This design comes from an exercise in tuning for small area and a short achievable clock period on the open sky130 flow, not from production work.

== job 7288 ==
==> flow/design.v <==
module fpa(
  input  wire        clk,
  input  wire        reset,
  input  wire [11:0] A,
  input  wire [11:0] B,
  input  wire [11:0] C,
  input  wire [11:0] D,
  input  wire        pushin,
  output reg         pushout,
  output reg  [11:0] Z
);
  localparam K0 = 1;   
  localparam K1 = 0;   
  localparam K2 = 1;   
  localparam K3 = 0;   
  localparam K4 = 1;   
  function automatic ge5(input [4:0] a, input [4:0] b);
    reg [4:0] g, n; reg g43, n43, g21, n21, g40, n40, g4_1, n4_1;
    begin
      g = ~a & b; n = ~(a & ~b);
      g43 = g[4] | (n[4] & g[3]);  n43 = n[4] & n[3];
      g21 = g[2] | (n[2] & g[1]);  n21 = n[2] & n[1];
      g4_1 = g43 | (n43 & g21);    n4_1 = n43 & n21;
      ge5 = ~(g4_1 | (n4_1 & g[0]));
    end
  endfunction
  wire [4:0] eA = A[10:6], eB = B[10:6], eC = C[10:6], eD = D[10:6];
  wire gAB = ge5(eA, eB), gAC = ge5(eA, eC), gAD = ge5(eA, eD);
  wire gBC = ge5(eB, eC), gBD = ge5(eB, eD), gCD = ge5(eC, eD);
  wire selA = gAB & gAC & gAD;
  wire selB = ~gAB & gBC & gBD;
  wire selC = ~gAC & ~gBC & gCD;
  wire selD = ~gAD & ~gBD & ~gCD;
  wire [4:0] mx0 = ({5{selA}} & eA) | ({5{selB}} & eB) | ({5{selC}} & eC) | ({5{selD}} & eD);
  function automatic [6:0] mant(input [11:0] x);
    mant = ((|x[10:6]) ? {1'b1, x[5:0]} : 7'd0) ^ {7{x[11]}};
  endfunction
  wire [47:0] p0 = {mant(A), mant(B), mant(C), mant(D), eA, eB, eC, eD};
  wire [3:0]  s0 = {A[11], B[11], C[11], D[11]};
  reg  [47:0] p1; reg [3:0] s1; reg [4:0] mx1; reg v1;
  generate if (K0) begin : g_k0
    always @(posedge clk) begin p1 <= p0; s1 <= s0; mx1 <= mx0; end
    always @(posedge clk) v1 <= reset ? 1'b0 : pushin;
  end else begin : g_n0
    always @* begin p1 = p0; s1 = s0; mx1 = mx0; v1 = pushin; end
  end endgenerate
  function automatic [10:0] align(input [6:0] m, input s, input [4:0] e, input [4:0] mx);
    reg [4:0] sh; reg [10:0] v;
    begin
      sh = mx - e;
      v = {m, {4{s}}};
      v = sh[0] ? {s, v[10:1]}        : v;
      v = sh[1] ? {{2{s}}, v[10:2]}   : v;
      v = sh[2] ? {{4{s}}, v[10:4]}   : v;
      v = sh[3] ? {{8{s}}, v[10:8]}   : v;
      align = sh[4] ? {11{s}} : v;
    end
  endfunction
  wire [10:0] xA = align(p1[47:41], s1[3], p1[19:15], mx1);
  wire [10:0] xB = align(p1[40:34], s1[2], p1[14:10], mx1);
  wire [10:0] xC = align(p1[33:27], s1[1], p1[9:5],   mx1);
  wire [10:0] xD = align(p1[26:20], s1[0], p1[4:0],   mx1);
  wire [2:0]  ns1 = s1[3] + s1[2] + s1[1] + s1[0];
  wire [2:0]  nn1 = 3'd0 - ns1;
  wire [13:0] r4  = {nn1, 8'd0, ns1};
  reg [43:0] x2; reg [13:0] r42; reg [4:0] mx2; reg v2;
  generate if (K1) begin : g_k1
    always @(posedge clk) begin x2 <= {xA, xB, xC, xD}; r42 <= r4; mx2 <= mx1; end
    always @(posedge clk) v2 <= reset ? 1'b0 : v1;
  end else begin : g_n1
    always @* begin x2 = {xA, xB, xC, xD}; r42 = r4; mx2 = mx1; v2 = v1; end
  end endgenerate
  wire [13:0] q0 = {3'b0, x2[43:33]}, q1 = {3'b0, x2[32:22]}, q2 = {3'b0, x2[21:11]}, q3 = {3'b0, x2[10:0]};
  wire [13:0] a1 = q0 ^ q1 ^ q2;
  wire [13:0] b1 = {(q0 & q1) | (q0 & q2) | (q1 & q2), 1'b0};
  wire [13:0] a2 = a1 ^ b1 ^ q3;
  wire [13:0] b2 = {(a1 & b1) | (a1 & q3) | (b1 & q3), 1'b0};
  wire [13:0] a3 = a2 ^ b2 ^ r42;
  wire [13:0] b3 = {(a2 & b2) | (a2 & r42) | (b2 & r42), 1'b0};
  reg [13:0] a3r, b3r; reg [4:0] mx3; reg v3;
  generate if (K2) begin : g_k2
    always @(posedge clk) begin a3r <= a3; b3r <= b3; mx3 <= mx2; end
    always @(posedge clk) v3 <= reset ? 1'b0 : v2;
  end else begin : g_n2
    always @* begin a3r = a3; b3r = b3; mx3 = mx2; v3 = v2; end
  end endgenerate
  wire [13:0] S = a3r + b3r;
  reg [13:0] S4; reg [4:0] mx4; reg v4;
  generate if (K3) begin : g_k3
    always @(posedge clk) begin S4 <= S; mx4 <= mx3; end
    always @(posedge clk) v4 <= reset ? 1'b0 : v3;
  end else begin : g_n3
    always @* begin S4 = S; mx4 = mx3; v4 = v3; end
  end endgenerate
  wire        sgn = S4[13];
  wire [12:0] M   = sgn ? (13'd0 - S4[12:0]) : S4[12:0];
  wire        d3 = ~|M[12:5];
  wire [12:0] M1 = d3 ? {M[4:0], 8'd0} : M;
  wire        d2 = ~|M1[12:9];
  wire [12:0] M2 = d2 ? {M1[8:0], 4'd0} : M1;
  wire        d1 = ~|M2[12:11];
  wire [12:0] M3 = d1 ? {M2[10:0], 2'd0} : M2;
  wire        d0 = ~M3[12];
  wire [12:0] M4 = d0 ? {M3[11:0], 1'b0} : M3;
  reg sgn5, nz5; reg [5:0] fr5; reg [3:0] lz5; reg [4:0] mx5; reg v5;
  generate if (K4) begin : g_k4
    always @(posedge clk) begin sgn5 <= sgn; nz5 <= M4[12]; fr5 <= M4[11:6]; lz5 <= {d3, d2, d1, d0}; mx5 <= mx4; end
    always @(posedge clk) v5 <= reset ? 1'b0 : v4;
  end else begin : g_n4
    always @* begin sgn5 = sgn; nz5 = M4[12]; fr5 = M4[11:6]; lz5 = {d3, d2, d1, d0}; mx5 = mx4; v5 = v4; end
  end endgenerate
  wire signed [6:0] E = $signed({2'b00, mx5}) - $signed({3'b000, lz5});
  wire [4:0] ef = E[4:0] + 5'd2;
  wire zero = ~nz5 | E[6];
  wire sat  = (E > 7'sd28) | ((E == 7'sd28) & fr5[5] & fr5[4] & (|fr5[3:0]));
  wire [11:0] res = zero ? 12'h000 : sat ? {sgn5, 5'b11110, 6'b110000} : {sgn5, ef, fr5};
  always @(posedge clk) begin
    Z <= res;
    pushout <= reset ? 1'b0 : v5;
  end
endmodule
clock: 5.0 ns
lec_check: 0
abc_area: 1
cap_margin: 20
core_margin: 2
core_utilization: 40
slew_margin: 20
run.sh (not shown) runs the stock make flow with config.mk's settings and CLKGATE_MAP_FILE= SYNTH_SCRIPT=/design/flow/synth_recipe.tcl, a recipe that flattens the netlist after the stock synthesis.
> inputs changed (job 7288 -> job 1892)
--- a/flow/design.v
+++ b/flow/design.v
@@ -10,9 +10,9 @@
   output reg  [11:0] Z
 );
   localparam K0 = 1;   
-  localparam K1 = 0;   
+  localparam K1 = 1;   
   localparam K2 = 1;   
-  localparam K3 = 0;   
+  localparam K3 = 1;   
   localparam K4 = 1;   
   function automatic ge5(input [4:0] a, input [4:0] b);
     reg [4:0] g, n; reg g43, n43, g21, n21, g40, n40, g4_1, n4_1;
==> results.txt <==
Of the two values seen for destination of the critical timing path, x2[22] was produced by job 1892 and a3r[1] by job 7288. | summed instance area of the synthesized netlist | job 1892 vs job 7288 | worse |. [compare] base=job 7288 new=job 1892: die area shows an increase of 3100 µm²; final cycle utilization of the critical path shows a reduction of 26 points; pin count of the biggest net entering global routing saw an increase. [compare] base=job 7288 new=job 1892: via count of the first global-routing pass about even.
Function was not checked in any run of this note: the RTL went through the layout flow alone.

afterwards: timing with drivers on the ports:
How much do the figures lean on ideal ports? The routed layouts below were timed once more, with nothing changed but the port constraints.
Step 1, drivers: a clkbuf_16 drives clk and a buf_2 each remaining input, both assumed.
Step 2, shift: input delay + t, output delay - t, t = (earliest + latest rising clock arrival at the registers) / 2. This alone moves slack from input paths to output paths.
Slacks: ideal / step 1 / step 2; pairs: ideal / step 1.
run | t, ns | slack for setup (ns) | pins driven straight from the clock port
job 7288 | 0.458 | 0.979 / 0.979 / 0.979 | 1
job 1892 | 0.480 | 2.283 / 2.283 / 1.846 | 1
After both steps setup and hold are still met in every run listed. For job 1892, which loses most, drivers alone change the setup slack by 0.000 ns; drivers and shift together by -0.437 ns.
